Background: an optimization exercise with open tools, aiming at small area and a short achievable clock period. Do not read the settings as production practice.
In this exercise RTL edits were held to simulation tests only and were not proved equivalent to the original.
Power figures rest on the tool's default switching activity, not on a simulated workload.

File: flow/design.v
module find_min_max(
	input [8 - 1 : 0] a,
	input [8 - 1 : 0] b,
	output [8 - 1 : 0] min,
	output [8 - 1 : 0] max
);
	assign min = (a > b) ? b : a;
	assign max = (a > b) ? a : b;
endmodule
module find_min_mid_max(
	input [8 - 1 : 0] a,
	input [8 - 1 : 0] b,
	input [8 - 1 : 0] c,
	output [8 - 1 : 0] min,
	output [8 - 1 : 0] mid,
	output [8 - 1 : 0] max
);
	wire [8 - 1 : 0] ab_min;
	wire [8 - 1 : 0] ab_max;
	wire [8 - 1 : 0] mid_temp;
	find_min_max u1(.a(a), .b(b), .min(ab_min), .max(ab_max));
	find_min_max u2(.a(ab_max), .b(c), .min(mid_temp), .max(max));
	find_min_max u3(.a(ab_min), .b(mid_temp), .min(min), .max(mid));
endmodule
module median_3x3(
	input clk,
	input [8 - 1 : 0] i_p0, i_p1, i_p2,
	input [8 - 1 : 0] i_p3, i_p4, i_p5,
	input [8 - 1 : 0] i_p6, i_p7, i_p8,
	output reg [8 - 1 : 0] o_median
);
	wire m7_r0_lo = i_p0[7] & i_p1[7] & i_p2[7];
	wire m7_r0_md = (i_p0[7] & i_p1[7]) | (i_p0[7] & i_p2[7]) | (i_p1[7] & i_p2[7]);
	wire m7_r0_hi = i_p0[7] | i_p1[7] | i_p2[7];
	wire m7_r1_lo = i_p3[7] & i_p4[7] & i_p5[7];
	wire m7_r1_md = (i_p3[7] & i_p4[7]) | (i_p3[7] & i_p5[7]) | (i_p4[7] & i_p5[7]);
	wire m7_r1_hi = i_p3[7] | i_p4[7] | i_p5[7];
	wire m7_r2_lo = i_p6[7] & i_p7[7] & i_p8[7];
	wire m7_r2_md = (i_p6[7] & i_p7[7]) | (i_p6[7] & i_p8[7]) | (i_p7[7] & i_p8[7]);
	wire m7_r2_hi = i_p6[7] | i_p7[7] | i_p8[7];
	wire m7_a = m7_r0_lo | m7_r1_lo | m7_r2_lo;
	wire m7_b = (m7_r0_md & m7_r1_md) | (m7_r0_md & m7_r2_md) | (m7_r1_md & m7_r2_md);
	wire m7_c = m7_r0_hi & m7_r1_hi & m7_r2_hi;
	wire m7 = (m7_a & m7_b) | (m7_a & m7_c) | (m7_b & m7_c);
	wire e6_0_0 = i_p0[7] | i_p0[6];
	wire e6_0_1 = (i_p0[6] & i_p0[7]);
	wire e6_1_0 = i_p1[7] | i_p1[6];
	wire e6_1_1 = (i_p1[6] & i_p1[7]);
	wire e6_2_0 = i_p2[7] | i_p2[6];
	wire e6_2_1 = (i_p2[6] & i_p2[7]);
	wire e6_3_0 = i_p3[7] | i_p3[6];
	wire e6_3_1 = (i_p3[6] & i_p3[7]);
	wire e6_4_0 = i_p4[7] | i_p4[6];
	wire e6_4_1 = (i_p4[6] & i_p4[7]);
	wire e6_5_0 = i_p5[7] | i_p5[6];
	wire e6_5_1 = (i_p5[6] & i_p5[7]);
	wire e6_6_0 = i_p6[7] | i_p6[6];
	wire e6_6_1 = (i_p6[6] & i_p6[7]);
	wire e6_7_0 = i_p7[7] | i_p7[6];
	wire e6_7_1 = (i_p7[6] & i_p7[7]);
	wire e6_8_0 = i_p8[7] | i_p8[6];
	wire e6_8_1 = (i_p8[6] & i_p8[7]);
	wire m6_0_r0_lo = e6_0_0 & e6_1_0 & e6_2_0;
	wire m6_0_r0_md = (e6_0_0 & e6_1_0) | (e6_0_0 & e6_2_0) | (e6_1_0 & e6_2_0);
	wire m6_0_r0_hi = e6_0_0 | e6_1_0 | e6_2_0;
	wire m6_0_r1_lo = e6_3_0 & e6_4_0 & e6_5_0;
	wire m6_0_r1_md = (e6_3_0 & e6_4_0) | (e6_3_0 & e6_5_0) | (e6_4_0 & e6_5_0);
	wire m6_0_r1_hi = e6_3_0 | e6_4_0 | e6_5_0;
	wire m6_0_r2_lo = e6_6_0 & e6_7_0 & e6_8_0;
	wire m6_0_r2_md = (e6_6_0 & e6_7_0) | (e6_6_0 & e6_8_0) | (e6_7_0 & e6_8_0);
	wire m6_0_r2_hi = e6_6_0 | e6_7_0 | e6_8_0;
	wire m6_0_a = m6_0_r0_lo | m6_0_r1_lo | m6_0_r2_lo;
	wire m6_0_b = (m6_0_r0_md & m6_0_r1_md) | (m6_0_r0_md & m6_0_r2_md) | (m6_0_r1_md & m6_0_r2_md);
	wire m6_0_c = m6_0_r0_hi & m6_0_r1_hi & m6_0_r2_hi;
	wire m6_0 = (m6_0_a & m6_0_b) | (m6_0_a & m6_0_c) | (m6_0_b & m6_0_c);
	wire m6_1_r0_lo = e6_0_1 & e6_1_1 & e6_2_1;
	wire m6_1_r0_md = (e6_0_1 & e6_1_1) | (e6_0_1 & e6_2_1) | (e6_1_1 & e6_2_1);
	wire m6_1_r0_hi = e6_0_1 | e6_1_1 | e6_2_1;
	wire m6_1_r1_lo = e6_3_1 & e6_4_1 & e6_5_1;
	wire m6_1_r1_md = (e6_3_1 & e6_4_1) | (e6_3_1 & e6_5_1) | (e6_4_1 & e6_5_1);
	wire m6_1_r1_hi = e6_3_1 | e6_4_1 | e6_5_1;
	wire m6_1_r2_lo = e6_6_1 & e6_7_1 & e6_8_1;
	wire m6_1_r2_md = (e6_6_1 & e6_7_1) | (e6_6_1 & e6_8_1) | (e6_7_1 & e6_8_1);
	wire m6_1_r2_hi = e6_6_1 | e6_7_1 | e6_8_1;
	wire m6_1_a = m6_1_r0_lo | m6_1_r1_lo | m6_1_r2_lo;
	wire m6_1_b = (m6_1_r0_md & m6_1_r1_md) | (m6_1_r0_md & m6_1_r2_md) | (m6_1_r1_md & m6_1_r2_md);
	wire m6_1_c = m6_1_r0_hi & m6_1_r1_hi & m6_1_r2_hi;
	wire m6_1 = (m6_1_a & m6_1_b) | (m6_1_a & m6_1_c) | (m6_1_b & m6_1_c);
	wire m6 = ~m7 ? m6_0 : m6_1;
	wire lt7_0 = (~i_p0[7] & m7);
	wire gt7_0 = (i_p0[7] & ~m7);
	wire lt7_1 = (~i_p1[7] & m7);
	wire gt7_1 = (i_p1[7] & ~m7);
	wire lt7_2 = (~i_p2[7] & m7);
	wire gt7_2 = (i_p2[7] & ~m7);
	wire lt7_3 = (~i_p3[7] & m7);
	wire gt7_3 = (i_p3[7] & ~m7);
	wire lt7_4 = (~i_p4[7] & m7);
	wire gt7_4 = (i_p4[7] & ~m7);
	wire lt7_5 = (~i_p5[7] & m7);
	wire gt7_5 = (i_p5[7] & ~m7);
	wire lt7_6 = (~i_p6[7] & m7);
	wire gt7_6 = (i_p6[7] & ~m7);
	wire lt7_7 = (~i_p7[7] & m7);
	wire gt7_7 = (i_p7[7] & ~m7);
	wire lt7_8 = (~i_p8[7] & m7);
	wire gt7_8 = (i_p8[7] & ~m7);
	wire e6_0 = m7 ? e6_0_1 : e6_0_0;
	wire e6_1 = m7 ? e6_1_1 : e6_1_0;
	wire e6_2 = m7 ? e6_2_1 : e6_2_0;
	wire e6_3 = m7 ? e6_3_1 : e6_3_0;
	wire e6_4 = m7 ? e6_4_1 : e6_4_0;
	wire e6_5 = m7 ? e6_5_1 : e6_5_0;
	wire e6_6 = m7 ? e6_6_1 : e6_6_0;
	wire e6_7 = m7 ? e6_7_1 : e6_7_0;
	wire e6_8 = m7 ? e6_8_1 : e6_8_0;
	wire lt6_0 = lt7_0 | (~e6_0 & m6);
	wire gt6_0 = gt7_0 | (e6_0 & ~m6);
	wire lt6_1 = lt7_1 | (~e6_1 & m6);
	wire gt6_1 = gt7_1 | (e6_1 & ~m6);
	wire lt6_2 = lt7_2 | (~e6_2 & m6);
	wire gt6_2 = gt7_2 | (e6_2 & ~m6);
	wire lt6_3 = lt7_3 | (~e6_3 & m6);
	wire gt6_3 = gt7_3 | (e6_3 & ~m6);
	wire lt6_4 = lt7_4 | (~e6_4 & m6);
	wire gt6_4 = gt7_4 | (e6_4 & ~m6);
	wire lt6_5 = lt7_5 | (~e6_5 & m6);
	wire gt6_5 = gt7_5 | (e6_5 & ~m6);
	wire lt6_6 = lt7_6 | (~e6_6 & m6);
	wire gt6_6 = gt7_6 | (e6_6 & ~m6);
	wire lt6_7 = lt7_7 | (~e6_7 & m6);
	wire gt6_7 = gt7_7 | (e6_7 & ~m6);
	wire lt6_8 = lt7_8 | (~e6_8 & m6);
	wire gt6_8 = gt7_8 | (e6_8 & ~m6);
	reg [5:0] s1_p0;
	reg [5:0] s1_p1;
	reg [5:0] s1_p2;
	reg [5:0] s1_p3;
	reg [5:0] s1_p4;
	reg [5:0] s1_p5;
	reg [5:0] s1_p6;
	reg [5:0] s1_p7;
	reg [5:0] s1_p8;
	reg s1_m7;
	reg s1_m6;
	wire m5_r0_lo = s1_p0[5] & s1_p1[5] & s1_p2[5];
	wire m5_r0_md = (s1_p0[5] & s1_p1[5]) | (s1_p0[5] & s1_p2[5]) | (s1_p1[5] & s1_p2[5]);
	wire m5_r0_hi = s1_p0[5] | s1_p1[5] | s1_p2[5];
	wire m5_r1_lo = s1_p3[5] & s1_p4[5] & s1_p5[5];
	wire m5_r1_md = (s1_p3[5] & s1_p4[5]) | (s1_p3[5] & s1_p5[5]) | (s1_p4[5] & s1_p5[5]);
	wire m5_r1_hi = s1_p3[5] | s1_p4[5] | s1_p5[5];
	wire m5_r2_lo = s1_p6[5] & s1_p7[5] & s1_p8[5];
	wire m5_r2_md = (s1_p6[5] & s1_p7[5]) | (s1_p6[5] & s1_p8[5]) | (s1_p7[5] & s1_p8[5]);
	wire m5_r2_hi = s1_p6[5] | s1_p7[5] | s1_p8[5];
	wire m5_a = m5_r0_lo | m5_r1_lo | m5_r2_lo;
	wire m5_b = (m5_r0_md & m5_r1_md) | (m5_r0_md & m5_r2_md) | (m5_r1_md & m5_r2_md);
	wire m5_c = m5_r0_hi & m5_r1_hi & m5_r2_hi;
	wire m5 = (m5_a & m5_b) | (m5_a & m5_c) | (m5_b & m5_c);
	wire e4_0_0 = s1_p0[5] | s1_p0[4];
	wire e4_0_1 = (s1_p0[4] & s1_p0[5]);
	wire e4_1_0 = s1_p1[5] | s1_p1[4];
	wire e4_1_1 = (s1_p1[4] & s1_p1[5]);
	wire e4_2_0 = s1_p2[5] | s1_p2[4];
	wire e4_2_1 = (s1_p2[4] & s1_p2[5]);
	wire e4_3_0 = s1_p3[5] | s1_p3[4];
	wire e4_3_1 = (s1_p3[4] & s1_p3[5]);
	wire e4_4_0 = s1_p4[5] | s1_p4[4];
	wire e4_4_1 = (s1_p4[4] & s1_p4[5]);
	wire e4_5_0 = s1_p5[5] | s1_p5[4];
	wire e4_5_1 = (s1_p5[4] & s1_p5[5]);
	wire e4_6_0 = s1_p6[5] | s1_p6[4];
	wire e4_6_1 = (s1_p6[4] & s1_p6[5]);
	wire e4_7_0 = s1_p7[5] | s1_p7[4];
	wire e4_7_1 = (s1_p7[4] & s1_p7[5]);
	wire e4_8_0 = s1_p8[5] | s1_p8[4];
	wire e4_8_1 = (s1_p8[4] & s1_p8[5]);
	wire m4_0_r0_lo = e4_0_0 & e4_1_0 & e4_2_0;
	wire m4_0_r0_md = (e4_0_0 & e4_1_0) | (e4_0_0 & e4_2_0) | (e4_1_0 & e4_2_0);
	wire m4_0_r0_hi = e4_0_0 | e4_1_0 | e4_2_0;
	wire m4_0_r1_lo = e4_3_0 & e4_4_0 & e4_5_0;
	wire m4_0_r1_md = (e4_3_0 & e4_4_0) | (e4_3_0 & e4_5_0) | (e4_4_0 & e4_5_0);
	wire m4_0_r1_hi = e4_3_0 | e4_4_0 | e4_5_0;
	wire m4_0_r2_lo = e4_6_0 & e4_7_0 & e4_8_0;
	wire m4_0_r2_md = (e4_6_0 & e4_7_0) | (e4_6_0 & e4_8_0) | (e4_7_0 & e4_8_0);
	wire m4_0_r2_hi = e4_6_0 | e4_7_0 | e4_8_0;
	wire m4_0_a = m4_0_r0_lo | m4_0_r1_lo | m4_0_r2_lo;
	wire m4_0_b = (m4_0_r0_md & m4_0_r1_md) | (m4_0_r0_md & m4_0_r2_md) | (m4_0_r1_md & m4_0_r2_md);
	wire m4_0_c = m4_0_r0_hi & m4_0_r1_hi & m4_0_r2_hi;
	wire m4_0 = (m4_0_a & m4_0_b) | (m4_0_a & m4_0_c) | (m4_0_b & m4_0_c);
	wire m4_1_r0_lo = e4_0_1 & e4_1_1 & e4_2_1;
	wire m4_1_r0_md = (e4_0_1 & e4_1_1) | (e4_0_1 & e4_2_1) | (e4_1_1 & e4_2_1);
	wire m4_1_r0_hi = e4_0_1 | e4_1_1 | e4_2_1;
	wire m4_1_r1_lo = e4_3_1 & e4_4_1 & e4_5_1;
	wire m4_1_r1_md = (e4_3_1 & e4_4_1) | (e4_3_1 & e4_5_1) | (e4_4_1 & e4_5_1);
	wire m4_1_r1_hi = e4_3_1 | e4_4_1 | e4_5_1;
	wire m4_1_r2_lo = e4_6_1 & e4_7_1 & e4_8_1;
	wire m4_1_r2_md = (e4_6_1 & e4_7_1) | (e4_6_1 & e4_8_1) | (e4_7_1 & e4_8_1);
	wire m4_1_r2_hi = e4_6_1 | e4_7_1 | e4_8_1;
	wire m4_1_a = m4_1_r0_lo | m4_1_r1_lo | m4_1_r2_lo;
	wire m4_1_b = (m4_1_r0_md & m4_1_r1_md) | (m4_1_r0_md & m4_1_r2_md) | (m4_1_r1_md & m4_1_r2_md);
	wire m4_1_c = m4_1_r0_hi & m4_1_r1_hi & m4_1_r2_hi;
	wire m4_1 = (m4_1_a & m4_1_b) | (m4_1_a & m4_1_c) | (m4_1_b & m4_1_c);
	wire m4 = ~m5 ? m4_0 : m4_1;
	wire lt5_0 = (~s1_p0[5] & m5);
	wire gt5_0 = (s1_p0[5] & ~m5);
	wire lt5_1 = (~s1_p1[5] & m5);
	wire gt5_1 = (s1_p1[5] & ~m5);
	wire lt5_2 = (~s1_p2[5] & m5);
	wire gt5_2 = (s1_p2[5] & ~m5);
	wire lt5_3 = (~s1_p3[5] & m5);
	wire gt5_3 = (s1_p3[5] & ~m5);
	wire lt5_4 = (~s1_p4[5] & m5);
	wire gt5_4 = (s1_p4[5] & ~m5);
	wire lt5_5 = (~s1_p5[5] & m5);
	wire gt5_5 = (s1_p5[5] & ~m5);
	wire lt5_6 = (~s1_p6[5] & m5);
	wire gt5_6 = (s1_p6[5] & ~m5);
	wire lt5_7 = (~s1_p7[5] & m5);
	wire gt5_7 = (s1_p7[5] & ~m5);
	wire lt5_8 = (~s1_p8[5] & m5);
	wire gt5_8 = (s1_p8[5] & ~m5);
	wire e4_0 = m5 ? e4_0_1 : e4_0_0;
	wire e4_1 = m5 ? e4_1_1 : e4_1_0;
	wire e4_2 = m5 ? e4_2_1 : e4_2_0;
	wire e4_3 = m5 ? e4_3_1 : e4_3_0;
	wire e4_4 = m5 ? e4_4_1 : e4_4_0;
	wire e4_5 = m5 ? e4_5_1 : e4_5_0;
	wire e4_6 = m5 ? e4_6_1 : e4_6_0;
	wire e4_7 = m5 ? e4_7_1 : e4_7_0;
	wire e4_8 = m5 ? e4_8_1 : e4_8_0;
	wire e3_0_0 = e4_0 | (s1_p0[3] & ~lt5_0);
	wire e3_0_1 = gt5_0 | ((s1_p0[3] & ~lt5_0) & e4_0);
	wire e3_1_0 = e4_1 | (s1_p1[3] & ~lt5_1);
	wire e3_1_1 = gt5_1 | ((s1_p1[3] & ~lt5_1) & e4_1);
	wire e3_2_0 = e4_2 | (s1_p2[3] & ~lt5_2);
	wire e3_2_1 = gt5_2 | ((s1_p2[3] & ~lt5_2) & e4_2);
	wire e3_3_0 = e4_3 | (s1_p3[3] & ~lt5_3);
	wire e3_3_1 = gt5_3 | ((s1_p3[3] & ~lt5_3) & e4_3);
	wire e3_4_0 = e4_4 | (s1_p4[3] & ~lt5_4);
	wire e3_4_1 = gt5_4 | ((s1_p4[3] & ~lt5_4) & e4_4);
	wire e3_5_0 = e4_5 | (s1_p5[3] & ~lt5_5);
	wire e3_5_1 = gt5_5 | ((s1_p5[3] & ~lt5_5) & e4_5);
	wire e3_6_0 = e4_6 | (s1_p6[3] & ~lt5_6);
	wire e3_6_1 = gt5_6 | ((s1_p6[3] & ~lt5_6) & e4_6);
	wire e3_7_0 = e4_7 | (s1_p7[3] & ~lt5_7);
	wire e3_7_1 = gt5_7 | ((s1_p7[3] & ~lt5_7) & e4_7);
	wire e3_8_0 = e4_8 | (s1_p8[3] & ~lt5_8);
	wire e3_8_1 = gt5_8 | ((s1_p8[3] & ~lt5_8) & e4_8);
	wire m3_0_r0_lo = e3_0_0 & e3_1_0 & e3_2_0;
	wire m3_0_r0_md = (e3_0_0 & e3_1_0) | (e3_0_0 & e3_2_0) | (e3_1_0 & e3_2_0);
	wire m3_0_r0_hi = e3_0_0 | e3_1_0 | e3_2_0;
	wire m3_0_r1_lo = e3_3_0 & e3_4_0 & e3_5_0;
	wire m3_0_r1_md = (e3_3_0 & e3_4_0) | (e3_3_0 & e3_5_0) | (e3_4_0 & e3_5_0);
	wire m3_0_r1_hi = e3_3_0 | e3_4_0 | e3_5_0;
	wire m3_0_r2_lo = e3_6_0 & e3_7_0 & e3_8_0;
	wire m3_0_r2_md = (e3_6_0 & e3_7_0) | (e3_6_0 & e3_8_0) | (e3_7_0 & e3_8_0);
	wire m3_0_r2_hi = e3_6_0 | e3_7_0 | e3_8_0;
	wire m3_0_a = m3_0_r0_lo | m3_0_r1_lo | m3_0_r2_lo;
	wire m3_0_b = (m3_0_r0_md & m3_0_r1_md) | (m3_0_r0_md & m3_0_r2_md) | (m3_0_r1_md & m3_0_r2_md);
	wire m3_0_c = m3_0_r0_hi & m3_0_r1_hi & m3_0_r2_hi;
	wire m3_0 = (m3_0_a & m3_0_b) | (m3_0_a & m3_0_c) | (m3_0_b & m3_0_c);
	wire m3_1_r0_lo = e3_0_1 & e3_1_1 & e3_2_1;
	wire m3_1_r0_md = (e3_0_1 & e3_1_1) | (e3_0_1 & e3_2_1) | (e3_1_1 & e3_2_1);
	wire m3_1_r0_hi = e3_0_1 | e3_1_1 | e3_2_1;
	wire m3_1_r1_lo = e3_3_1 & e3_4_1 & e3_5_1;
	wire m3_1_r1_md = (e3_3_1 & e3_4_1) | (e3_3_1 & e3_5_1) | (e3_4_1 & e3_5_1);
	wire m3_1_r1_hi = e3_3_1 | e3_4_1 | e3_5_1;
	wire m3_1_r2_lo = e3_6_1 & e3_7_1 & e3_8_1;
	wire m3_1_r2_md = (e3_6_1 & e3_7_1) | (e3_6_1 & e3_8_1) | (e3_7_1 & e3_8_1);
	wire m3_1_r2_hi = e3_6_1 | e3_7_1 | e3_8_1;
	wire m3_1_a = m3_1_r0_lo | m3_1_r1_lo | m3_1_r2_lo;
	wire m3_1_b = (m3_1_r0_md & m3_1_r1_md) | (m3_1_r0_md & m3_1_r2_md) | (m3_1_r1_md & m3_1_r2_md);
	wire m3_1_c = m3_1_r0_hi & m3_1_r1_hi & m3_1_r2_hi;
	wire m3_1 = (m3_1_a & m3_1_b) | (m3_1_a & m3_1_c) | (m3_1_b & m3_1_c);
	wire m3 = ~m4 ? m3_0 : m3_1;
	wire lt4_0 = lt5_0 | (~e4_0 & m4);
	wire gt4_0 = gt5_0 | (e4_0 & ~m4);
	wire lt4_1 = lt5_1 | (~e4_1 & m4);
	wire gt4_1 = gt5_1 | (e4_1 & ~m4);
	wire lt4_2 = lt5_2 | (~e4_2 & m4);
	wire gt4_2 = gt5_2 | (e4_2 & ~m4);
	wire lt4_3 = lt5_3 | (~e4_3 & m4);
	wire gt4_3 = gt5_3 | (e4_3 & ~m4);
	wire lt4_4 = lt5_4 | (~e4_4 & m4);
	wire gt4_4 = gt5_4 | (e4_4 & ~m4);
	wire lt4_5 = lt5_5 | (~e4_5 & m4);
	wire gt4_5 = gt5_5 | (e4_5 & ~m4);
	wire lt4_6 = lt5_6 | (~e4_6 & m4);
	wire gt4_6 = gt5_6 | (e4_6 & ~m4);
	wire lt4_7 = lt5_7 | (~e4_7 & m4);
	wire gt4_7 = gt5_7 | (e4_7 & ~m4);
	wire lt4_8 = lt5_8 | (~e4_8 & m4);
	wire gt4_8 = gt5_8 | (e4_8 & ~m4);
	wire e3_0 = m4 ? e3_0_1 : e3_0_0;
	wire e3_1 = m4 ? e3_1_1 : e3_1_0;
	wire e3_2 = m4 ? e3_2_1 : e3_2_0;
	wire e3_3 = m4 ? e3_3_1 : e3_3_0;
	wire e3_4 = m4 ? e3_4_1 : e3_4_0;
	wire e3_5 = m4 ? e3_5_1 : e3_5_0;
	wire e3_6 = m4 ? e3_6_1 : e3_6_0;
	wire e3_7 = m4 ? e3_7_1 : e3_7_0;
	wire e3_8 = m4 ? e3_8_1 : e3_8_0;
	wire lt3_0 = lt4_0 | (~e3_0 & m3);
	wire gt3_0 = gt4_0 | (e3_0 & ~m3);
	wire lt3_1 = lt4_1 | (~e3_1 & m3);
	wire gt3_1 = gt4_1 | (e3_1 & ~m3);
	wire lt3_2 = lt4_2 | (~e3_2 & m3);
	wire gt3_2 = gt4_2 | (e3_2 & ~m3);
	wire lt3_3 = lt4_3 | (~e3_3 & m3);
	wire gt3_3 = gt4_3 | (e3_3 & ~m3);
	wire lt3_4 = lt4_4 | (~e3_4 & m3);
	wire gt3_4 = gt4_4 | (e3_4 & ~m3);
	wire lt3_5 = lt4_5 | (~e3_5 & m3);
	wire gt3_5 = gt4_5 | (e3_5 & ~m3);
	wire lt3_6 = lt4_6 | (~e3_6 & m3);
	wire gt3_6 = gt4_6 | (e3_6 & ~m3);
	wire lt3_7 = lt4_7 | (~e3_7 & m3);
	wire gt3_7 = gt4_7 | (e3_7 & ~m3);
	wire lt3_8 = lt4_8 | (~e3_8 & m3);
	wire gt3_8 = gt4_8 | (e3_8 & ~m3);
	reg [2:0] s2_p0;
	reg [2:0] s2_p1;
	reg [2:0] s2_p2;
	reg [2:0] s2_p3;
	reg [2:0] s2_p4;
	reg [2:0] s2_p5;
	reg [2:0] s2_p6;
	reg [2:0] s2_p7;
	reg [2:0] s2_p8;
	reg s2_m7;
	reg s2_m6;
	reg s2_m5;
	reg s2_m4;
	reg s2_m3;
	wire m2_r0_lo = s2_p0[2] & s2_p1[2] & s2_p2[2];
	wire m2_r0_md = (s2_p0[2] & s2_p1[2]) | (s2_p0[2] & s2_p2[2]) | (s2_p1[2] & s2_p2[2]);
	wire m2_r0_hi = s2_p0[2] | s2_p1[2] | s2_p2[2];
	wire m2_r1_lo = s2_p3[2] & s2_p4[2] & s2_p5[2];
	wire m2_r1_md = (s2_p3[2] & s2_p4[2]) | (s2_p3[2] & s2_p5[2]) | (s2_p4[2] & s2_p5[2]);
	wire m2_r1_hi = s2_p3[2] | s2_p4[2] | s2_p5[2];
	wire m2_r2_lo = s2_p6[2] & s2_p7[2] & s2_p8[2];
	wire m2_r2_md = (s2_p6[2] & s2_p7[2]) | (s2_p6[2] & s2_p8[2]) | (s2_p7[2] & s2_p8[2]);
	wire m2_r2_hi = s2_p6[2] | s2_p7[2] | s2_p8[2];
	wire m2_a = m2_r0_lo | m2_r1_lo | m2_r2_lo;
	wire m2_b = (m2_r0_md & m2_r1_md) | (m2_r0_md & m2_r2_md) | (m2_r1_md & m2_r2_md);
	wire m2_c = m2_r0_hi & m2_r1_hi & m2_r2_hi;
	wire m2 = (m2_a & m2_b) | (m2_a & m2_c) | (m2_b & m2_c);
	wire e1_0_0 = s2_p0[2] | s2_p0[1];
	wire e1_0_1 = (s2_p0[1] & s2_p0[2]);
	wire e1_1_0 = s2_p1[2] | s2_p1[1];
	wire e1_1_1 = (s2_p1[1] & s2_p1[2]);
	wire e1_2_0 = s2_p2[2] | s2_p2[1];
	wire e1_2_1 = (s2_p2[1] & s2_p2[2]);
	wire e1_3_0 = s2_p3[2] | s2_p3[1];
	wire e1_3_1 = (s2_p3[1] & s2_p3[2]);
	wire e1_4_0 = s2_p4[2] | s2_p4[1];
	wire e1_4_1 = (s2_p4[1] & s2_p4[2]);
	wire e1_5_0 = s2_p5[2] | s2_p5[1];
	wire e1_5_1 = (s2_p5[1] & s2_p5[2]);
	wire e1_6_0 = s2_p6[2] | s2_p6[1];
	wire e1_6_1 = (s2_p6[1] & s2_p6[2]);
	wire e1_7_0 = s2_p7[2] | s2_p7[1];
	wire e1_7_1 = (s2_p7[1] & s2_p7[2]);
	wire e1_8_0 = s2_p8[2] | s2_p8[1];
	wire e1_8_1 = (s2_p8[1] & s2_p8[2]);
	wire m1_0_r0_lo = e1_0_0 & e1_1_0 & e1_2_0;
	wire m1_0_r0_md = (e1_0_0 & e1_1_0) | (e1_0_0 & e1_2_0) | (e1_1_0 & e1_2_0);
	wire m1_0_r0_hi = e1_0_0 | e1_1_0 | e1_2_0;
	wire m1_0_r1_lo = e1_3_0 & e1_4_0 & e1_5_0;
	wire m1_0_r1_md = (e1_3_0 & e1_4_0) | (e1_3_0 & e1_5_0) | (e1_4_0 & e1_5_0);
	wire m1_0_r1_hi = e1_3_0 | e1_4_0 | e1_5_0;
	wire m1_0_r2_lo = e1_6_0 & e1_7_0 & e1_8_0;
	wire m1_0_r2_md = (e1_6_0 & e1_7_0) | (e1_6_0 & e1_8_0) | (e1_7_0 & e1_8_0);
	wire m1_0_r2_hi = e1_6_0 | e1_7_0 | e1_8_0;
	wire m1_0_a = m1_0_r0_lo | m1_0_r1_lo | m1_0_r2_lo;
	wire m1_0_b = (m1_0_r0_md & m1_0_r1_md) | (m1_0_r0_md & m1_0_r2_md) | (m1_0_r1_md & m1_0_r2_md);
	wire m1_0_c = m1_0_r0_hi & m1_0_r1_hi & m1_0_r2_hi;
	wire m1_0 = (m1_0_a & m1_0_b) | (m1_0_a & m1_0_c) | (m1_0_b & m1_0_c);
	wire m1_1_r0_lo = e1_0_1 & e1_1_1 & e1_2_1;
	wire m1_1_r0_md = (e1_0_1 & e1_1_1) | (e1_0_1 & e1_2_1) | (e1_1_1 & e1_2_1);
	wire m1_1_r0_hi = e1_0_1 | e1_1_1 | e1_2_1;
	wire m1_1_r1_lo = e1_3_1 & e1_4_1 & e1_5_1;
	wire m1_1_r1_md = (e1_3_1 & e1_4_1) | (e1_3_1 & e1_5_1) | (e1_4_1 & e1_5_1);
	wire m1_1_r1_hi = e1_3_1 | e1_4_1 | e1_5_1;
	wire m1_1_r2_lo = e1_6_1 & e1_7_1 & e1_8_1;
	wire m1_1_r2_md = (e1_6_1 & e1_7_1) | (e1_6_1 & e1_8_1) | (e1_7_1 & e1_8_1);
	wire m1_1_r2_hi = e1_6_1 | e1_7_1 | e1_8_1;
	wire m1_1_a = m1_1_r0_lo | m1_1_r1_lo | m1_1_r2_lo;
	wire m1_1_b = (m1_1_r0_md & m1_1_r1_md) | (m1_1_r0_md & m1_1_r2_md) | (m1_1_r1_md & m1_1_r2_md);
	wire m1_1_c = m1_1_r0_hi & m1_1_r1_hi & m1_1_r2_hi;
	wire m1_1 = (m1_1_a & m1_1_b) | (m1_1_a & m1_1_c) | (m1_1_b & m1_1_c);
	wire m1 = ~m2 ? m1_0 : m1_1;
	wire lt2_0 = (~s2_p0[2] & m2);
	wire gt2_0 = (s2_p0[2] & ~m2);
	wire lt2_1 = (~s2_p1[2] & m2);
	wire gt2_1 = (s2_p1[2] & ~m2);
	wire lt2_2 = (~s2_p2[2] & m2);
	wire gt2_2 = (s2_p2[2] & ~m2);
	wire lt2_3 = (~s2_p3[2] & m2);
	wire gt2_3 = (s2_p3[2] & ~m2);
	wire lt2_4 = (~s2_p4[2] & m2);
	wire gt2_4 = (s2_p4[2] & ~m2);
	wire lt2_5 = (~s2_p5[2] & m2);
	wire gt2_5 = (s2_p5[2] & ~m2);
	wire lt2_6 = (~s2_p6[2] & m2);
	wire gt2_6 = (s2_p6[2] & ~m2);
	wire lt2_7 = (~s2_p7[2] & m2);
	wire gt2_7 = (s2_p7[2] & ~m2);
	wire lt2_8 = (~s2_p8[2] & m2);
	wire gt2_8 = (s2_p8[2] & ~m2);
	wire e1_0 = m2 ? e1_0_1 : e1_0_0;
	wire e1_1 = m2 ? e1_1_1 : e1_1_0;
	wire e1_2 = m2 ? e1_2_1 : e1_2_0;
	wire e1_3 = m2 ? e1_3_1 : e1_3_0;
	wire e1_4 = m2 ? e1_4_1 : e1_4_0;
	wire e1_5 = m2 ? e1_5_1 : e1_5_0;
	wire e1_6 = m2 ? e1_6_1 : e1_6_0;
	wire e1_7 = m2 ? e1_7_1 : e1_7_0;
	wire e1_8 = m2 ? e1_8_1 : e1_8_0;
	wire e0_0_0 = e1_0 | (s2_p0[0] & ~lt2_0);
	wire e0_0_1 = gt2_0 | ((s2_p0[0] & ~lt2_0) & e1_0);
	wire e0_1_0 = e1_1 | (s2_p1[0] & ~lt2_1);
	wire e0_1_1 = gt2_1 | ((s2_p1[0] & ~lt2_1) & e1_1);
	wire e0_2_0 = e1_2 | (s2_p2[0] & ~lt2_2);
	wire e0_2_1 = gt2_2 | ((s2_p2[0] & ~lt2_2) & e1_2);
	wire e0_3_0 = e1_3 | (s2_p3[0] & ~lt2_3);
	wire e0_3_1 = gt2_3 | ((s2_p3[0] & ~lt2_3) & e1_3);
	wire e0_4_0 = e1_4 | (s2_p4[0] & ~lt2_4);
	wire e0_4_1 = gt2_4 | ((s2_p4[0] & ~lt2_4) & e1_4);
	wire e0_5_0 = e1_5 | (s2_p5[0] & ~lt2_5);
	wire e0_5_1 = gt2_5 | ((s2_p5[0] & ~lt2_5) & e1_5);
	wire e0_6_0 = e1_6 | (s2_p6[0] & ~lt2_6);
	wire e0_6_1 = gt2_6 | ((s2_p6[0] & ~lt2_6) & e1_6);
	wire e0_7_0 = e1_7 | (s2_p7[0] & ~lt2_7);
	wire e0_7_1 = gt2_7 | ((s2_p7[0] & ~lt2_7) & e1_7);
	wire e0_8_0 = e1_8 | (s2_p8[0] & ~lt2_8);
	wire e0_8_1 = gt2_8 | ((s2_p8[0] & ~lt2_8) & e1_8);
	wire m0_0_r0_lo = e0_0_0 & e0_1_0 & e0_2_0;
	wire m0_0_r0_md = (e0_0_0 & e0_1_0) | (e0_0_0 & e0_2_0) | (e0_1_0 & e0_2_0);
	wire m0_0_r0_hi = e0_0_0 | e0_1_0 | e0_2_0;
	wire m0_0_r1_lo = e0_3_0 & e0_4_0 & e0_5_0;
	wire m0_0_r1_md = (e0_3_0 & e0_4_0) | (e0_3_0 & e0_5_0) | (e0_4_0 & e0_5_0);
	wire m0_0_r1_hi = e0_3_0 | e0_4_0 | e0_5_0;
	wire m0_0_r2_lo = e0_6_0 & e0_7_0 & e0_8_0;
	wire m0_0_r2_md = (e0_6_0 & e0_7_0) | (e0_6_0 & e0_8_0) | (e0_7_0 & e0_8_0);
	wire m0_0_r2_hi = e0_6_0 | e0_7_0 | e0_8_0;
	wire m0_0_a = m0_0_r0_lo | m0_0_r1_lo | m0_0_r2_lo;
	wire m0_0_b = (m0_0_r0_md & m0_0_r1_md) | (m0_0_r0_md & m0_0_r2_md) | (m0_0_r1_md & m0_0_r2_md);
	wire m0_0_c = m0_0_r0_hi & m0_0_r1_hi & m0_0_r2_hi;
	wire m0_0 = (m0_0_a & m0_0_b) | (m0_0_a & m0_0_c) | (m0_0_b & m0_0_c);
	wire m0_1_r0_lo = e0_0_1 & e0_1_1 & e0_2_1;
	wire m0_1_r0_md = (e0_0_1 & e0_1_1) | (e0_0_1 & e0_2_1) | (e0_1_1 & e0_2_1);
	wire m0_1_r0_hi = e0_0_1 | e0_1_1 | e0_2_1;
	wire m0_1_r1_lo = e0_3_1 & e0_4_1 & e0_5_1;
	wire m0_1_r1_md = (e0_3_1 & e0_4_1) | (e0_3_1 & e0_5_1) | (e0_4_1 & e0_5_1);
	wire m0_1_r1_hi = e0_3_1 | e0_4_1 | e0_5_1;
	wire m0_1_r2_lo = e0_6_1 & e0_7_1 & e0_8_1;
	wire m0_1_r2_md = (e0_6_1 & e0_7_1) | (e0_6_1 & e0_8_1) | (e0_7_1 & e0_8_1);
	wire m0_1_r2_hi = e0_6_1 | e0_7_1 | e0_8_1;
	wire m0_1_a = m0_1_r0_lo | m0_1_r1_lo | m0_1_r2_lo;
	wire m0_1_b = (m0_1_r0_md & m0_1_r1_md) | (m0_1_r0_md & m0_1_r2_md) | (m0_1_r1_md & m0_1_r2_md);
	wire m0_1_c = m0_1_r0_hi & m0_1_r1_hi & m0_1_r2_hi;
	wire m0_1 = (m0_1_a & m0_1_b) | (m0_1_a & m0_1_c) | (m0_1_b & m0_1_c);
	wire m0 = ~m1 ? m0_0 : m0_1;
	wire lt1_0 = lt2_0 | (~e1_0 & m1);
	wire gt1_0 = gt2_0 | (e1_0 & ~m1);
	wire lt1_1 = lt2_1 | (~e1_1 & m1);
	wire gt1_1 = gt2_1 | (e1_1 & ~m1);
	wire lt1_2 = lt2_2 | (~e1_2 & m1);
	wire gt1_2 = gt2_2 | (e1_2 & ~m1);
	wire lt1_3 = lt2_3 | (~e1_3 & m1);
	wire gt1_3 = gt2_3 | (e1_3 & ~m1);
	wire lt1_4 = lt2_4 | (~e1_4 & m1);
	wire gt1_4 = gt2_4 | (e1_4 & ~m1);
	wire lt1_5 = lt2_5 | (~e1_5 & m1);
	wire gt1_5 = gt2_5 | (e1_5 & ~m1);
	wire lt1_6 = lt2_6 | (~e1_6 & m1);
	wire gt1_6 = gt2_6 | (e1_6 & ~m1);
	wire lt1_7 = lt2_7 | (~e1_7 & m1);
	wire gt1_7 = gt2_7 | (e1_7 & ~m1);
	wire lt1_8 = lt2_8 | (~e1_8 & m1);
	wire gt1_8 = gt2_8 | (e1_8 & ~m1);
	wire e0_0 = m1 ? e0_0_1 : e0_0_0;
	wire e0_1 = m1 ? e0_1_1 : e0_1_0;
	wire e0_2 = m1 ? e0_2_1 : e0_2_0;
	wire e0_3 = m1 ? e0_3_1 : e0_3_0;
	wire e0_4 = m1 ? e0_4_1 : e0_4_0;
	wire e0_5 = m1 ? e0_5_1 : e0_5_0;
	wire e0_6 = m1 ? e0_6_1 : e0_6_0;
	wire e0_7 = m1 ? e0_7_1 : e0_7_0;
	wire e0_8 = m1 ? e0_8_1 : e0_8_0;
	always @(posedge clk) begin
		s1_p0 <= {6{gt6_0}} | (i_p0[5:0] & ~{6{lt6_0}});
		s1_p1 <= {6{gt6_1}} | (i_p1[5:0] & ~{6{lt6_1}});
		s1_p2 <= {6{gt6_2}} | (i_p2[5:0] & ~{6{lt6_2}});
		s1_p3 <= {6{gt6_3}} | (i_p3[5:0] & ~{6{lt6_3}});
		s1_p4 <= {6{gt6_4}} | (i_p4[5:0] & ~{6{lt6_4}});
		s1_p5 <= {6{gt6_5}} | (i_p5[5:0] & ~{6{lt6_5}});
		s1_p6 <= {6{gt6_6}} | (i_p6[5:0] & ~{6{lt6_6}});
		s1_p7 <= {6{gt6_7}} | (i_p7[5:0] & ~{6{lt6_7}});
		s1_p8 <= {6{gt6_8}} | (i_p8[5:0] & ~{6{lt6_8}});
		s1_m7 <= m7;
		s1_m6 <= m6;
		s2_p0 <= {3{gt3_0}} | (s1_p0[2:0] & ~{3{lt3_0}});
		s2_p1 <= {3{gt3_1}} | (s1_p1[2:0] & ~{3{lt3_1}});
		s2_p2 <= {3{gt3_2}} | (s1_p2[2:0] & ~{3{lt3_2}});
		s2_p3 <= {3{gt3_3}} | (s1_p3[2:0] & ~{3{lt3_3}});
		s2_p4 <= {3{gt3_4}} | (s1_p4[2:0] & ~{3{lt3_4}});
		s2_p5 <= {3{gt3_5}} | (s1_p5[2:0] & ~{3{lt3_5}});
		s2_p6 <= {3{gt3_6}} | (s1_p6[2:0] & ~{3{lt3_6}});
		s2_p7 <= {3{gt3_7}} | (s1_p7[2:0] & ~{3{lt3_7}});
		s2_p8 <= {3{gt3_8}} | (s1_p8[2:0] & ~{3{lt3_8}});
		s2_m7 <= s1_m7;
		s2_m6 <= s1_m6;
		s2_m5 <= m5;
		s2_m4 <= m4;
		s2_m3 <= m3;
		o_median <= {s2_m7, s2_m6, s2_m5, s2_m4, s2_m3, m2, m1, m0};
	end
endmodule
File: flow/flow/run.sh
#!/bin/bash
# The standard layout (the standard.sh, ORFS from synthesis to the final
# layout), with the smallest buffer on the ports instead of ORFS's default
# choice. Each tool's output is in orfs/logs; standard.sh's own output in
# standard.log.
export BUFFER_PORTS_ARGS="-buffer_cell sky130_fd_sc_hd__buf_1"
bash standard.sh > standard.log 2>&1
File: flow/standard.sh
#!/bin/bash
# synth_recipe.tcl (not shown) runs the flow's synth.tcl, then flattens the netlist and writes it again
# the make line also repeats each setting of config.mk as NAME=value (left out here)
make -C /OpenROAD-flow-scripts/flow DESIGN_CONFIG=/design/flow/config.mk WORK_HOME=/design/flow/orfs CLKGATE_MAP_FILE= SYNTH_SCRIPT=/design/flow/synth_recipe.tcl "${@:-finish}"
File: flow/config.mk
export PLATFORM = sky130hd
export DESIGN_NAME = median_3x3
export DESIGN_NICKNAME = median_3x3
export VERILOG_FILES = /design/flow/design.v
export SDC_FILE = /design/flow/constraint.sdc
export NUM_CORES = 4
export LEC_CHECK = 0
export ABC_AREA = 1
export CAP_MARGIN = 20
export CORE_MARGIN = 2
export CORE_UTILIZATION = 60
export SETUP_SLACK_MARGIN = 3.0
export SLEW_MARGIN = 20
File: flow/constraint.sdc
create_clock -name core_clock -period 6.0 [get_ports {clk}]
set_input_delay 1.2000 -clock core_clock [delete_from_list [all_inputs] [get_ports {clk}]]
set_output_delay 1.2000 -clock core_clock [all_outputs]
set_load 0.01 [all_outputs]
==> notes.md, run 1 <==
Comb power frac -> 63.9%
gr ovfl total -> 0
clk sinks -> 96
Setup violations, final -> 0
via count -> 6218
DRC viols -> 0
Reg-to-Reg Start -> s1_p0[5]
RSZ-0062 raised after global routing -> false
Nets -> 1139
die area -> 11000 sq um
Initial Util -> 62.19%
maximum vdd drop -> 0.2783 mV
Power Total -> 4.088 mW
core area -> 9819 sq um
Post-DP Area -> 6499 sq um
DR vias/cell -> 5.169
Most used DFF post-synth -> dfxtp_1
clock slew at reported path FFs -> 0.09 ns
cts hold-fix bufs -> 0
wire per inst -> 12.75 um
hold slack -> 0.3267 ns
FILL cells -> 900
crit path max fanout -> 6
P per Cell Area -> 587.2 nW/um^2
worst skew pair latency -> 0.37 ns
post-route clock period utilization -> 48.91%
number of global-route vias before repair -> 5409
Net Sw Frac -> 51.61%
GPL Wtd Cong -> 0.9232
R2R depth -> 16
hpwl dp -> 11.81 mm
area grow syn2layout -> 13.99%
remaining antenna violation count -> 0
status -> timing/DRC/antenna clean
synth cell count leaders -> 265 x nand2_1, 156 x inv_1, 105 x o21ai_0
Final Cell Area -> 6962 sq um
Hold Vio Cnt, Final -> 0
setup tns final -> 0 ns
Pint -> 1.978 mW
Rel. slew slack -> 58.98%
static leakage -> 3.602 nW
DRT iter0 DRCs -> 516
Synth Cell Area -> 6107 sq um
Port Buffers -> 80
DP Cell Count -> 1175
CP startpoint kind -> input port
sequential power share -> 25.3%
maxcap violations -> 0
Post-Synthesis Cells -> 975
share of cells above drive strength 1 -> 12.80%
crit path time final -> 2.934 ns
worst hold path startpoint -> s1_m7
Hold Path Class -> reg -> reg
initial antenna violation count -> 0
CTS Buf Count -> 9
YS warnings -> 1
die width -> 104.9 um
# IOs -> 81
final slew viol count -> 0
Chip Height -> 104.9 um
Cell Count, Final, Fillers Out -> 1203
Root Buffer -> clkbuf_8
Worst R2R Setup Slack -> 3.27 ns
H-Tree Depth -> 3
crit path kind -> in -> reg
Total Routing Usage GR -> 28.07%
FMAX -> 340.8 MHz
Yosys reg bits -> 96
Post-synth EDFFs -> 0
Syn Nets -> 1048
Critical Path AT -> 3.17 ns
CP Data Required Time -> 6.24 ns
top cell type's share of synthesized area -> 31.47%
most frequent cell after synthesis -> nand2_1
worst slew pin tran -> 0.6098 ns
net switching power -> 2.110 mW
RR Endpoint -> s2_p8[2]
CP endpoint kind -> flip-flop
router iterations before antenna repair -> 5
sequential share of the synthesized area -> 31.47%
CTS tree -> yes
clock share of power -> 10.8%
Mapped Avg Cell Area -> 6.264 sq um
async set or reset register ratio after synthesis -> 0%
worst hold stages -> 0
first-pass GRT wire length -> 24.83 mm
Clock Skew -> 0.02025 ns
Worst Hold Path EP -> s2_m7
diode count -> 0
library cells used by synthesis -> 45
row cnt -> 36
Longest Clk Path Bufs -> 2
Synth area leaders -> dfxtp_1 31%, nand2_1 16%, inv_1 9.6%
worst setup path startpoint -> i_p6[7]
largest net degree at the start of global routing -> 38
drt total wl -> 15.33 mm
cell taking the most area after synthesis -> dfxtp_1
-- logic make-up after synthesis --
kind of cell               count (synthesis)  synth area share [%]
and+or+nand+nor                          491                 36.78
DFF                                       96                 31.47
AOI/OAI and AO/OA                        196                 18.64
buffers and inverters                    184                 11.78
adders and majority gates                  8                 1.332
-- stage by stage --
step                      util [%]  setup WS (ns)
final                        70.90          3.066
after global routing         70.90          2.981
after CTS                    69.05          2.928
after detailed placement     66.18          1.786
after global placement       66.18          1.927
after floorplan                  -          3.028
-- critical path: stages --
cell	delay, ns
clkbuf_2	0.14
nand2_1	0.12
maj3_1	0.35
maj3_1	0.33
maj3_1	0.38
o21ai_4	0.12
buf_6	0.16
nand2_1	0.09
o21ai_4	0.15
o21ai_0	0.14
-- repair_timing --
| item | CTS | global route |
|---|---|---|
| gates resized for setup | 21 | 42 |
| setup buffers | 4 | 8 |
| setup endpoints to repair | 82 | 82 |
| pin swaps | 1 | 3 |
| hold endpoints to repair | 0 | 0 |
| gates cloned | 0 | 1 |
-- how the worst max path moves through the flow --
stage                     to  slack [ns]  cells after the start
floorplan           s1_p3[0]        3.03                      9
global placement    s1_p1[2]        1.93                     12
detailed placement  s1_p2[2]        1.79                     12
CTS                 s1_p2[2]        2.93                     10
global route        s1_p3[5]        2.98                     13
finish              s1_p1[5]        3.07                     10
-- cells in the final DEF (no fill, tap or decap), types with 11 or more instances in the layout --
master,instances
nand2_1,261
inv_1,149
dfxtp_1,91
o21ai_0,90
nand3_1,89
nor2_1,75
buf_1,72
a21oi_1,31
inv_2,20
nand2_2,16
nand2_4,13
o22ai_1,13
a21boi_0,11
clkbuf_8,11
-- power by group through the flow --
stage | Combinational, mW | Sequential (mW) | Clock (mW)
global route | 3.00 | 1.06 | 0.476
floorplan | 2.04 | 0.998 | 0
CTS | 2.52 | 1.03 | 0.446
detailed placement | 2.48 | 1.05 | 0
finish | 2.61 | 1.03 | 0.442
global placement | 2.46 | 1.04 | 0
-- layout make-up --
class / instances / area, sq um / area share (%)
clock inverters: 4 / 52.55 / 0.7549
flip-flops and latches: 96 / 1928 / 27.70
inverters: 171 / 648.1 / 9.310
clock buffers: 11 / 151.4 / 2.175
multi-input cells: 696 / 3596 / 51.65
well taps: 133 / 166.4 / 2.390
repair buffers: 92 / 419.2 / 6.021
-- sequential cells by signal (all words and copies together), names as in the netlist, 6 cells and up --
register / count
o_median: 8
s1_p0: 6
s1_p1: 6
s1_p2: 6
s1_p3: 6
s1_p4: 6
s1_p5: 6
s1_p6: 6
s1_p7: 6
s1_p8: 6
-- layer usage --
metal	track usage (%)	up-vias	part of all wire (%)
met5	0	-	0
li1	-	3306	-
met3	4.928	31	6.6
met1	36.95	2669	45
met2	46.89	212	46
met4	8.667	0	2.7
==> run 2: changes to the inputs <==
--- a/flow/config.mk
+++ b/flow/config.mk
@@ -10,4 +10,5 @@
 export CORE_MARGIN = 2
 export CORE_UTILIZATION = 60
+export CTS_BUF_LIST = sky130_fd_sc_hd__clkbuf_8
 export SETUP_SLACK_MARGIN = 3.0
 export SLEW_MARGIN = 20
==> run 2 against run 1 <==
Against the previous run:
- still clean on timing, DRC and antenna
- critical path depth unchanged
- flip-flop and latch count did not move
- fmax unchanged
- first-iteration DRC count did not move
- largest power group unchanged
==> notes.md, run 2 <==
maximum vdd drop -> 0.2783 mV (unchanged)
Yosys reg bits -> 96 (unchanged)
crit path kind -> in -> reg
static leakage -> 3.602 nW (unchanged)
CTS Buf Count -> 9 (unchanged)
FILL cells -> 900 (unchanged)
DR vias/cell -> 5.169 (unchanged)
number of global-route vias before repair -> 5409 (unchanged)
gr ovfl total -> 0 (unchanged)
Syn Nets -> 1048 (unchanged)
crit path to -> s1_p1[5]
Power Total -> 4.088 mW (unchanged)
Longest Clk Path Bufs -> 2 (unchanged)
largest net degree at the start of global routing -> 38 (unchanged)
Hold Vio Cnt, Final -> 0 (unchanged)
crit path max fanout -> 6 (unchanged)
row cnt -> 36 (unchanged)
initial antenna violation count -> 0 (unchanged)
DP Cell Count -> 1175 (unchanged)
CP startpoint kind -> input port
async set or reset register ratio after synthesis -> 0% (unchanged)
most common cell after layout, fill and taps aside -> nand2_1
GPL Wtd Cong -> 0.9232 (unchanged)
most frequent cells in the layout -> 261 x nand2_1, 149 x inv_1, 91 x dfxtp_1
Critical Path AT -> 3.17 ns (about the same)
drt total wl -> 15.33 mm (unchanged)
net switching power -> 2.110 mW (unchanged)
core area -> 9819 sq um (unchanged)
Synth area leaders -> dfxtp_1 31%, nand2_1 16%, inv_1 9.6%
die width -> 104.9 um (unchanged)
Total Routing Usage GR -> 28.07% (unchanged)
area grow syn2layout -> 13.99% (unchanged)
Port Buffers -> 80 (unchanged)
utilization after layout -> 70.90% (unchanged)
Comb power frac -> 63.9% (about the same)
Nets -> 1139 (unchanged)
YS warnings -> 1 (unchanged)
via count -> 6218 (unchanged)
Pint -> 1.978 mW (unchanged)
setup tns final -> 0 ns (unchanged)
die area -> 11000 sq um (unchanged)
RSZ-0062 raised after global routing -> false
top cell type's share of synthesized area -> 31.47% (unchanged)
sequential power share -> 25.3% (about the same)
Net Sw Frac -> 51.61% (unchanged)
Rel. slew slack -> 58.98% (unchanged)
Worst R2R Setup Slack -> 3.27 ns (about the same)
share of cells above drive strength 1 -> 12.80% (unchanged)
H-Tree Depth -> 3 (unchanged)
Largest Register -> o_median
Mapped Avg Cell Area -> 6.264 sq um (unchanged)
Post-Synthesis Cells -> 975 (unchanged)
Chip Height -> 104.9 um (unchanged)
max FFs per register -> 8 (unchanged)
Synth Cell Area -> 6107 sq um (unchanged)
CP Data Required Time -> 6.24 ns (about the same)
RR Endpoint -> s2_p8[2]
hpwl dp -> 11.81 mm (unchanged)
sequential share of the synthesized area -> 31.47% (unchanged)
clk sinks -> 96 (unchanged)
# IOs -> 81 (unchanged)
Most used DFF post-synth -> dfxtp_1
Clock Skew -> 0.02025 ns (unchanged)
worst slew pin tran -> 0.6098 ns (unchanged)
Post-synth EDFFs -> 0 (unchanged)
maxcap violations -> 0 (unchanged)
DRT iter0 DRCs -> 516 (unchanged)
Reg-to-Reg Start -> s1_p0[5]
CTS tree -> yes
most frequent cell after synthesis -> nand2_1
final slew viol count -> 0 (unchanged)
Cell Count, Final, Fillers Out -> 1203 (unchanged)
router iterations before antenna repair -> 5 (unchanged)
remaining antenna violation count -> 0 (unchanged)
P per Cell Area -> 587.2 nW/um^2 (unchanged)
synth cell count leaders -> 265 x nand2_1, 156 x inv_1, 105 x o21ai_0
library cells used by synthesis -> 45 (unchanged)
cell taking the most area after synthesis -> dfxtp_1
worst hold path startpoint -> s1_m7
Root Buffer -> clkbuf_8
wire per inst -> 12.75 um (unchanged)
post-route clock period utilization -> 48.91% (unchanged)
Hold Path Class -> reg -> reg
worst skew pair latency -> 0.37 ns (about the same)
worst setup path startpoint -> i_p6[7]
CP endpoint kind -> flip-flop
FMAX -> 340.8 MHz (unchanged)
DRC viols -> 0 (unchanged)
crit path time final -> 2.934 ns (unchanged)
diode count -> 0 (unchanged)
Setup violations, final -> 0 (unchanged)
first-pass GRT wire length -> 24.83 mm (unchanged)
R2R depth -> 16 (unchanged)
Initial Util -> 62.19% (unchanged)
clock share of power -> 10.8% (about the same)
status -> timing/DRC/antenna clean
clock slew at reported path FFs -> 0.09 ns (about the same)
-- run 2: how the worst min path moves through the flow --
stage	end	depth (start not counted)
finish	s2_m7	0
global placement	o_median[3]	0
detailed placement	o_median[3]	0
CTS	s2_m7	0
global route	s2_m7	0
floorplan	o_median[3]	0
-- run 2: metal layers --
metal	up-vias	GRT usage, %	wire length (um)	share of wire, %
met2	212	46.89	6992	46
met1	2669	36.95	6926	45
met3	31	4.928	1007	6.6
met5	-	0	0	0
met4	0	8.667	407	2.7
li1	3306	-	-	-
-- run 2: power by group through the flow --
| stage | Clock, mW | Sequential, mW | Combinational (mW) |
|---|---|---|---|
| 2_1_floorplan | 0 | 0.998 | 2.04 |
| 3_3_place_gp | 0 | 1.04 | 2.46 |
| 3_5_place_dp | 0 | 1.05 | 2.48 |
| 4_1_cts | 0.446 | 1.03 | 2.52 |
| 5_1_grt | 0.476 | 1.06 | 3.00 |
| 6_report | 0.442 | 1.03 | 2.61 |
-- run 2: cell families (layout without fill, tap and decap cells) --
kind of cell	count (synthesis)	count (layout)	share of synthesized area [%]
DFF	96	96	31.47
adders and majority gates	8	8	1.332
buffers and inverters	184	278	11.78
AOI/OAI and AO/OA	196	196	18.64
and+or+nand+nor	491	492	36.78
-- run 2: per-stage QoR --
step / worst slack (ns) / cell area, sq um / hold slack (ns)
after floorplan: 3.028 / 6111 / 0.3096
after global placement: 1.927 / 6499 / 0.3099
after detailed placement: 1.786 / 6499 / 0.3147
after CTS: 2.928 / 6780 / 0.3287
after global routing: 2.981 / 6962 / 0.3372
final: 3.066 / 6962 / 0.3267
-- run 2: final cells by class --
| class | instances | area [sq um] | area share (%) |
|---|---|---|---|
| multi-input combinational | 696 | 3596 | 51.65 |
| sequential | 96 | 1928 | 27.70 |
| inverter | 171 | 648.1 | 9.310 |
| timing repair buffer | 92 | 419.2 | 6.021 |
| tap | 133 | 166.4 | 2.390 |
| clock buffer | 11 | 151.4 | 2.175 |
| clock inverter | 4 | 52.55 | 0.7549 |
-- run 2: what timing repair did --
| action | CTS | global route |
|---|---|---|
| endpoints found under the setup margin | 82 | 82 |
| cloned | 0 | 1 |
| pin swaps | 1 | 3 |
| resized for setup | 21 | 42 |
| hold buffers | 0 | 0 |
| buffers inserted | 4 | 8 |
-- run 2: worst max-delay path, stage by stage --
cell and delay (ns):
clkbuf_2 0.14, nand2_1 0.12, maj3_1 0.35, maj3_1 0.33
maj3_1 0.38, o21ai_4 0.12, buf_6 0.16, nand2_1 0.09
o21ai_4 0.15, o21ai_0 0.14
==> run 3: changes to the inputs <==
--- a/flow/config.mk
+++ b/flow/config.mk
@@ -11,4 +11,4 @@
 export CORE_UTILIZATION = 60
 export CTS_BUF_LIST = sky130_fd_sc_hd__clkbuf_8
-export SETUP_SLACK_MARGIN = 3.0
+export SETUP_SLACK_MARGIN = 3.4
 export SLEW_MARGIN = 20
==> run 3 against run 2 <==
Against the previous run:
- routed wire length rose by 38%
- sequential share of layout area fell by 3.3 points
- highest routed layer unchanged
- critical path type unchanged
- worst setup slack improved by 0.059 ns
- power rose by 14%
- critical endpoint is now s1_p7[3]
- sequential power rose by 4%
- combinational power rose by 21%
==> notes.md, run 3 <==
sequential share of the synthesized area -> 31.47% (unchanged)
Register Area -> 1957 sq um (+1.5%)
Initial Util -> 62.19% (unchanged)
# IOs -> 81 (unchanged)
hpwl dp -> 12.23 mm (+3.6%)
Mapped Avg Cell Area -> 6.264 sq um (unchanged)
post-synthesis adder-cell area fraction -> 1.332% (unchanged)
DRT iter0 DRCs -> 791 (+53%)
wire per inst -> 17.18 um (+35%)
DP Cell Count -> 1175 (unchanged)
CP Data Required Time -> 6.25 ns (about the same)
Clock Skew -> 0.01796 ns (-0.002292 ns)
gr ovfl total -> 0 (unchanged)
row cnt -> 36 (unchanged)
Chip Height -> 104.9 um (unchanged)
worst slew pin tran -> 0.4558 ns (-0.1540 ns)
Syn Nets -> 1048 (unchanged)
Most used DFF post-synth -> dfxtp_1
die width -> 104.9 um (unchanged)
Root Buffer -> clkbuf_8
P per Cell Area -> 578.2 nW/um^2 (-1.5%)
Total Routing Usage GR -> 29.97% (+1.9 points)
library cells used by synthesis -> 45 (unchanged)
post-route clock period utilization -> 47.93% (-0.98 points)
status -> timing/DRC/antenna clean
worst skew pair latency -> 0.38 ns (about the same)
crit path kind -> in -> reg
CTS tree -> yes
share of cells above drive strength 1 -> 25.73% (+13 points)
top cell type's share of synthesized area -> 31.47% (unchanged)
Hold Path Class -> reg -> reg
main combinational cell family by area after synthesis -> simple AND/OR/NAND/NOR gates
drt total wl -> 21.11 mm (+38%)
Largest Register -> o_median
via count -> 7146 (+15%)
cts hold-fix bufs -> 0 (unchanged)
largest net degree at the start of global routing -> 23 (-39%)
most common cell after layout, fill and taps aside -> nand2_1
Final Cell Area -> 8028 sq um (+15%)
area grow syn2layout -> 31.45%
GPL Wtd Cong -> 0.9290 (+0.63%)
crit path time final -> 2.876 ns (-0.05851 ns)
Synth Area in Simple Gates -> 36.78% (unchanged)
die area -> 11000 sq um (unchanged)
FMAX -> 347.7 MHz (+2.0%)
Nets -> 1164 (+2.2%)
Post-Synthesis Cells -> 975 (unchanged)
Post-synth EDFFs -> 0 (unchanged)
RSZ-0062 raised after global routing -> true
Hold Vio Cnt, Final -> 0 (unchanged)
CP endpoint kind -> flip-flop
router iterations before antenna repair -> 8 (+3)
Cell Count, Final, Fillers Out -> 1229 (+2.2%)
CTS Buf Count -> 9 (unchanged)
synth cell count leaders -> 265 x nand2_1, 156 x inv_1, 105 x o21ai_0
most frequent cells in the layout -> 232 x nand2_1, 142 x inv_1, 82 x dfxtp_1
clk sinks -> 96 (unchanged)
Power Total -> 4.642 mW (+14%)
max FFs per register -> 8 (unchanged)
crit path max fanout -> 6 (unchanged)
DRC viols -> 0 (unchanged)
Synth Cell Area -> 6107 sq um (unchanged)
Synth area leaders -> dfxtp_1 31%, nand2_1 16%, inv_1 9.6%
Synth Area in XOR/XNOR -> 0% (unchanged)
Rel. slew slack -> 69.34% (+10 points)
Worst R2R Setup Slack -> 3.36 ns (+0.09 ns)
cell taking the most area after synthesis -> dfxtp_1
post-synthesis mux area share -> 0% (unchanged)
Setup violations, final -> 0 (unchanged)
Post-DP Area -> 6558 sq um (+0.90%)
static leakage -> 3.975 nW (+10%)
core area -> 9819 sq um (unchanged)
Longest Clk Path Bufs -> 2 (unchanged)
area of the multi-input gates -> 4292 sq um (+19%)
utilization after layout -> 81.75% (+11 points)
most frequent cell after synthesis -> nand2_1
setup tns final -> 0 ns (unchanged)
maximum vdd drop -> 0.2538 mV (-8.8%)
H-Tree Depth -> 3 (unchanged)
clock slew at reported path FFs -> 0.09 ns (about the same)
Port Buffers -> 80 (unchanged)
FILL cells -> 683 (-24%)
initial antenna violation count -> 0 (unchanged)
first-pass GRT wire length -> 26.51 mm (+6.7%)
Yosys reg bits -> 96 (unchanged)
diode count -> 0 (unchanged)
maxcap violations -> 0 (unchanged)
compound-gate portion of the synthesized area -> 18.64% (unchanged)
number of global-route vias before repair -> 5734 (+6.0%)
YS warnings -> 1 (unchanged)
DR vias/cell -> 5.814 (+12%)
final slew viol count -> 0 (unchanged)
async set or reset register ratio after synthesis -> 0% (unchanged)
CP startpoint kind -> input port
Critical Path AT -> 3.12 ns (-0.05 ns)
remaining antenna violation count -> 0 (unchanged)
[run 3: cell counts after synthesis]
Identical to the previous run, type by type.
[run 3: power by group]
group / switching, mW / total [mW] / leakage, nW / internal (mW)
logic: 2.08 / 3.15 / 3.06 / 1.07
registers: 0.187 / 1.07 / 0.809 / 0.879
clock network: 0.234 / 0.428 / 0.107 / 0.194
total: 2.50 / 4.64 / 3.97 / 2.15
[run 3: repair_timing]
item                                   in CTS  in global routing
endpoints found under the hold margin       0                  0
setup buffers                              12                 16
setup endpoints to repair                  84                 82
gates resized for setup                    91                232
cloned                                      2                  8
pin swaps                                   9                 45
[run 3: path summary, 6_finish.rpt]
path | from | end | cells after the start
max | i_p0[7] | s1_p7[3] | 15
min | s2_m4 | o_median[4] | 0
max reg2reg | s1_p1[5] | s2_p4[0] | 19
min reg2reg | s2_m4 | o_median[4] | 0
[run 3: critical path, stage by stage]
cell     delay [ns]
buf_12         0.09
nor2_4         0.04
inv_2          0.06
nor2_2         0.04
inv_1          0.08
o22ai_1        0.09
a31oi_1        0.25
nand2_1        0.12
o21ai_1        0.14
o22ai_2        0.14
o21ai_4        0.32
buf_8          0.20
nand2_4        0.07
o21ai_4        0.13
o21ai_1        0.14
[run 3: per-layer routing]
layer / global-route usage, % / vias up / routed length (um) / part of all wire (%)
met5: 0 / - / 0 / 0
met4: 9.143 / 0 / 1073 / 5.1
met3: 5.303 / 110 / 1871 / 8.9
met2: 50.28 / 467 / 9948 / 47
met1: 39.25 / 3194 / 8217 / 39
li1: - / 3375 / - / -
[run 3: cell families after synthesis]
| family | after synthesis |
|---|---|
| buffers and inverters | 184 |
| flip-flops | 96 |
| AND/OR/NAND/NOR | 491 |
| AO/OA/AOI/OAI | 196 |
| adder cells (fa/ha/maj) | 8 |
[run 3: final cells by class]
type	instances	area share, %
multi-input combinational	704	53.46
sequential	96	24.38
timing repair buffer	109	9.398
inverter	171	8.245
tap	133	2.073
clock buffer	9	1.543
clock inverter	7	0.9040
[run 3: through the flow]
step	setup slack, ns	hold slack [ns]
floorplan	3.224	0.3096
global placement	2.382	0.3109
detailed placement	2.323	0.3121
CTS	3.399	0.3210
global route	3.097	0.3325
finish	3.124	0.3330
==> run 4: changes to the inputs <==
--- a/flow/config.mk
+++ b/flow/config.mk
@@ -11,4 +11,4 @@
 export CORE_UTILIZATION = 60
 export CTS_BUF_LIST = sky130_fd_sc_hd__clkbuf_8
-export SETUP_SLACK_MARGIN = 3.4
+export SETUP_SLACK_MARGIN = 3.3
 export SLEW_MARGIN = 20
==> run 4 against run 3 <==
Against the previous run:
- still clean on timing, DRC and antenna
- worst hold slack got worse by 0.00060 ns
- register-to-register slack improved by 0.03 ns
- die area unchanged
- worst setup slack improved by 0.10 ns
- largest cell class unchanged
==> notes.md, run 4 <==
status -> timing/DRC/antenna clean
M3 GR Usage -> 3.805% (-1.5 points)
hpwl dp -> 12.23 mm (unchanged)
initial antenna violation count -> 0 (unchanged)
cell taking the most area after synthesis -> dfxtp_1
CTS Buf Count -> 9 (unchanged)
DRT iter0 DRCs -> 612 (-23%)
sequential share of the synthesized area -> 31.47% (unchanged)
Initial Util -> 62.19% (unchanged)
Post-Synthesis Cells -> 975 (unchanged)
GPL Wtd Cong -> 0.9290 (unchanged)
Worst R2R Setup Slack -> 3.39 ns (+0.03 ns)
most frequent cells in the layout -> 250 x nand2_1, 145 x inv_1, 87 x nand3_1, 87 x dfxtp_1, 69 x nor2_1
P per Cell Area -> 579.8 nW/um^2 (+0.28%)
first-pass GRT wire length -> 26.10 mm (-1.5%)
wire per inst -> 14.34 um (-17%)
Place WS -> 2.323 ns (unchanged)
top cell type's share of synthesized area -> 31.47% (unchanged)
drt total wl -> 17.38 mm (-18%)
synth cell count leaders -> 265 x nand2_1, 156 x inv_1, 105 x o21ai_0
YS warnings -> 1 (unchanged)
most common cell after layout, fill and taps aside -> nand2_1
busiest grt layer -> met2
worst slew pin tran -> 0.5035 ns (+0.04770 ns)
Top delay family on crit path -> compound AO/OA/AOI/OAI gates
cts hold-fix bufs -> 0 (unchanged)
Yosys reg bits -> 96 (unchanged)
DP Cell Count -> 1175 (unchanged)
Nets -> 1147 (-1.5%)
Rel. slew slack -> 66.13% (-3.2 points)
worst hold path startpoint -> s2_m4
cell breakdown of the critical path -> buf_8, nand2_4, inv_2, a221oi_2, inv_1, or2_4, nand2_8, clkinv_8, o21ai_4, buf_6, nand2_4, o21ai_4, o21ai_1
Root Buffer -> clkbuf_8
number of global-route vias before repair -> 5614 (-2.1%)
Setup violations, final -> 0 (unchanged)
Power Total -> 4.315 mW (-7.0%)
Hold Vio Cnt, Final -> 0 (unchanged)
final setup margin -> 3.229 ns (+0.1045 ns)
utilization after layout -> 75.79% (-6.0 points)
Synth area leaders -> dfxtp_1 31%, nand2_1 16%, inv_1 9.6%
core area -> 9819 sq um (unchanged)
gr ovfl total -> 0 (unchanged)
maxcap violations -> 0 (unchanged)
Synth Cell Area -> 6107 sq um (unchanged)
remaining antenna violation count -> 0 (unchanged)
setup tns final -> 0 ns (unchanged)
CP max-delay cell -> or2_4
Post-synth EDFFs -> 0 (unchanged)
async set or reset register ratio after synthesis -> 0% (unchanged)
most frequent cell after synthesis -> nand2_1
Post-DP Area -> 6558 sq um (unchanged)
Mapped Avg Cell Area -> 6.264 sq um (unchanged)
crit path kind -> in -> reg
FMAX -> 360.8 MHz (+3.8%)
CP endpoint kind -> flip-flop
Reg-to-Reg Start -> s1_p0[5]
DRC viols -> 0 (unchanged)
via count -> 6487 (-9.2%)
CP startpoint kind -> input port
maximum vdd drop -> 0.2441 mV (-3.8%)
share of cells above drive strength 1 -> 18.72% (-7.0 points)
Crit path largest cell delay -> 0.29 ns (-0.03 ns)
Syn Nets -> 1048 (unchanged)
Chip Height -> 104.9 um (unchanged)
H-Tree Depth -> 3 (unchanged)
final slew viol count -> 0 (unchanged)
grt met1 use -> 39.95% (+0.70 points)
clock slew at reported path FFs -> 0.08 ns (about the same)
max FFs per register -> 8 (unchanged)
Total Routing Usage GR -> 29.53% (-0.43 points)
post-route clock period utilization -> 46.19% (-1.7 points)
run 4: cell types whose count changed in the layout (fill, tap and decap cells not counted), moves of 8 or more:
cell,previous run,this run
nand2_1,232,250
nand2_2,34,20
nand3_1,72,87
nand3_2,19,4
o21ai_0,30,58
o21ai_1,50,33
o21ai_2,18,10
run 4: logic make-up after synthesis:
group | Yosys count | share of synthesized area (%)
AOI/OAI and AO/OA | 196 | 18.64
adders and majority gates | 8 | 1.332
buffers and inverters | 184 | 11.78
DFF | 96 | 31.47
and+or+nand+nor | 491 | 36.78
run 4: path summary, 6_finish.rpt:
path / endpoint / depth (start not counted)
hold / removal: o_median[4] / 0
hold reg to reg: o_median[4] / 0
setup reg to reg: s2_p4[0] / 20
setup / recovery: s1_p2[0] / 13
run 4: layer usage:
layer | wire length (um) | vias up
met2 | 8224 | 265
li1 | - | 3321
met5 | 0 | -
met3 | 1162 | 42
met4 | 442 | 0
met1 | 7549 | 2859
run 4: report_power, final:
group          leakage (nW)  switching [mW]  internal, mW
Combinational          2.85            1.89         0.960
Clock                 0.107           0.224         0.194
Sequential            0.809           0.177         0.874
run 4: timing repair:
action / CTS / global route
buffers inserted: 9 / 7
pin swaps: 5 / 16
gates cloned: 1 / 4
setup endpoints to repair: 83 / 83
resized for setup: 56 / 135
run 4: cell type report:
class	count	area (sq um)	share of cell area, %
Clock buffer	9	123.9	1.664
Inverter	171	661.9	8.894
Clock inverter	7	72.57	0.9751
Tap cell	133	166.4	2.236
Multi-Input combinational cell	700	3931	52.82
Sequential cell	96	1946	26.14
Timing Repair Buffer	96	540.5	7.263
run 4: worst reg2reg max path, cell delays in order, from the launching register on:
cell     delay [ns]
dfxtp_4        0.41
inv_2          0.05
nand3_1        0.13
nand2_2        0.10
nor2_2         0.09
nand2_2        0.09
nand2_8        0.14
nand2_4        0.17
nand2_1        0.10
nand2_1        0.07
nor2_1         0.21
nand3_1        0.12
nand2_1        0.12
nor2_4         0.04
nand2_1        0.09
nand3_4        0.10
nand2_8        0.14
nand2_8        0.11
nand2_4        0.08
nand3_1        0.09
nand2_1        0.11

Check on run 4: ideal ports give 3.229 ns setup slack; a clkbuf_16 on the clock port and buf_2 on the inputs give 3.228 ns; moving port delays by the midpoint clock arrival (0.396 ns) as well gives 2.832 ns.
